Source: an optimization exercise on an open RTL-to-GDS flow (aim: small area). Production flows keep margins and buffers that such runs may drop.
Function was checked by simulation only, so behaviour that the tests miss may differ from the original.

## median_filter_resource_optimized
module median_filter_resource_optimized
(
    input                ck100m,
    input                srst_n,
    input                enable,
    input        [15:0]  in,
    output               out_enable,
    output reg   [15:0]  out
);
    localparam int NT = 7;              
    localparam int L  = 17;             
    reg [15:0] win  [0:9];
    reg [15:0] tail [0:NT-1];            
    reg [1:0]  lane [0:9];               
    reg [L-1:0] cand;
    reg [3:0]  m;
    reg [3:0]  nval;                     
    reg [6:0]  q;                        
    wire idle = ~q[6] & ~q[1];           
    assign out_enable = ~q[1] & q[0];    
    wire s12  = ~q[2] & q[1];            
    logic [7:0] sel;                     
    logic [7:0] nsel;                    
    logic nidle;                         
    always_comb begin
        sel[0] = idle;
        for (int j = 1; j < 7; j++) sel[j] = q[7-j] & ~q[6-j];
        sel[7] = q[6] & q[0];
        nidle = (idle & ~enable) | s12;
        nsel[0] = nidle;
        nsel[1] = idle & enable;
        for (int j = 2; j < 8; j++) nsel[j] = sel[j-1];
    end
    logic [3:0] nval_next;
    always_comb nval_next = nval + {3'd0, enable && nval != 4'd10};
    always @(posedge ck100m or negedge srst_n) begin
        if (~srst_n) begin
            q    <= 7'd0;
            nval <= 4'd0;
        end else begin
            q    <= {idle ? enable : ~q[0], q[6:1]};
            nval <= nval_next;
        end
    end
    logic [15:0] w9sh;
    always_comb begin
        w9sh = '0;
  ...
export LEC_CHECK = 0
export ABC_AREA = 1
export CAP_MARGIN = 20
export CORE_MARGIN = 2
export CORE_UTILIZATION = 40
export CTS_CLUSTER_DIAMETER = 45
export CTS_CLUSTER_SIZE = 30
export SLEW_MARGIN = 20
create_clock -name core_clock -period 5.0 [get_ports {ck100m}]
run.sh (not shown) runs the stock make flow with config.mk's settings and CLKGATE_MAP_FILE= SYNTH_SCRIPT=/design/flow/synth_recipe.tcl, a recipe that flattens the netlist after the stock synthesis.
The baseline completed with no timing, DRC or antenna violations.
Next try:
Settings changed: CTS_CLUSTER_DIAMETER 45 to 60, CTS_CLUSTER_SIZE 30 to 25.
What happened: The changed run completed without violations. Via count decreases by 0.45%. Die area does not change. Global-route usage goes down by 0.15 points. Sequential share of layout area increases by 1.3 points. Non-clock buffer count does not change. Routed wire length decreases by 1.1%. Worst setup slack loses 18 ps. Cell area falls by 2.4%.
Next try:
==> flow/flow/run.sh (new file) <==
#!/bin/bash
# The standard layout (standard.sh), with two changes:
#  - the port buffers are sky130_fd_sc_hd__buf_1 rather than the default choice;
#  - clock tree synthesis inserts no dummy loads and builds the tree from
#    sky130_fd_sc_hd__clkbuf_8, with the sink clustering of config.mk.
# make's full output goes to flow.log in this folder; ORFS keeps each step's log
# under orfs/logs/.
set -euo pipefail
bash standard.sh \
  "BUFFER_PORTS_ARGS=-buffer_cell sky130_fd_sc_hd__buf_1" \
  "CTS_ARGS=-sink_clustering_enable -repair_clock_nets -dont_use_dummy_load -buf_list sky130_fd_sc_hd__clkbuf_8 -sink_clustering_size 20 -sink_clustering_max_diameter 50" \
  finish > flow.log 2>&1
==> flow/standard.sh (new file) <==
#!/bin/bash
# synth_recipe.tcl (not shown) runs the flow's synth.tcl, then flattens the netlist and writes it again
# the make line also repeats each setting of config.mk as NAME=value (left out here)
make -C /OpenROAD-flow-scripts/flow DESIGN_CONFIG=/design/flow/config.mk WORK_HOME=/design/flow/orfs CLKGATE_MAP_FILE= SYNTH_SCRIPT=/design/flow/synth_recipe.tcl "${@:-finish}"
Settings changed: ABC_CLOCK_PERIOD_IN_PS set to 8000, CTS_CLUSTER_DIAMETER 60 to 50, CTS_CLUSTER_SIZE 25 to 20.
removed: flow/run.sh
The new run completed without violations.
Global-route usage is about the same.
Count of clock-buffer cells in the layout grows by 4.
Design area is lower by 4.4%.
Core utilization falls by 2.0 points.
Non-clock buffer count is higher by 3.
Routed wire length is about the same.
Next try:
Settings changed: ABC_CLOCK_PERIOD_IN_PS 8000 to unset, CORE_UTILIZATION 40 to 55.
=> Sequential share of layout area came out higher by 0.79 points; final cell count falls by 7.9%; final area came out lower by 1.3%; count of clock-buffer cells in the layout goes down by 2; routed wire length went up by 2.2%; worst setup slack got worse by 18 ps; non-clock buffer count fell by 4; synthesized area does not change.

## port drivers added, routing unchanged
The results above use ideal ports. As a check the final layouts listed here were re-extracted and re-timed, cells and wires unchanged. Step 1 assumes that a clkbuf_16 drives the clock port and a buf_2 every other input. Step 2 times the ports against the registers' clock, not the clock port: input delays grow and output delays shrink by t, the midpoint of the rising clock arrivals with the driver on. a / b / c = no drivers / after step 1 / after step 2; a / b = the first two.
run | t (ns) | setup WS [ns] | worst hold slack (ns) | worst setup path after step 2
the first run | 0.614 | 0.247 / 0.247 / 0.247 | 0.322 / 0.322 / 0.322 | register to register
the second run | 0.577 | 0.229 / 0.229 / 0.229 | 0.326 / 0.326 / 0.326 | register to register
the third run | 0.607 | 0.264 / 0.264 / 0.264 | 0.283 / 0.283 / 0.283 | register to register
the fourth run | 0.588 | 0.246 / 0.246 / 0.246 | 0.297 / 0.297 / 0.297 | register to register
After both steps every run listed still meets setup and hold.
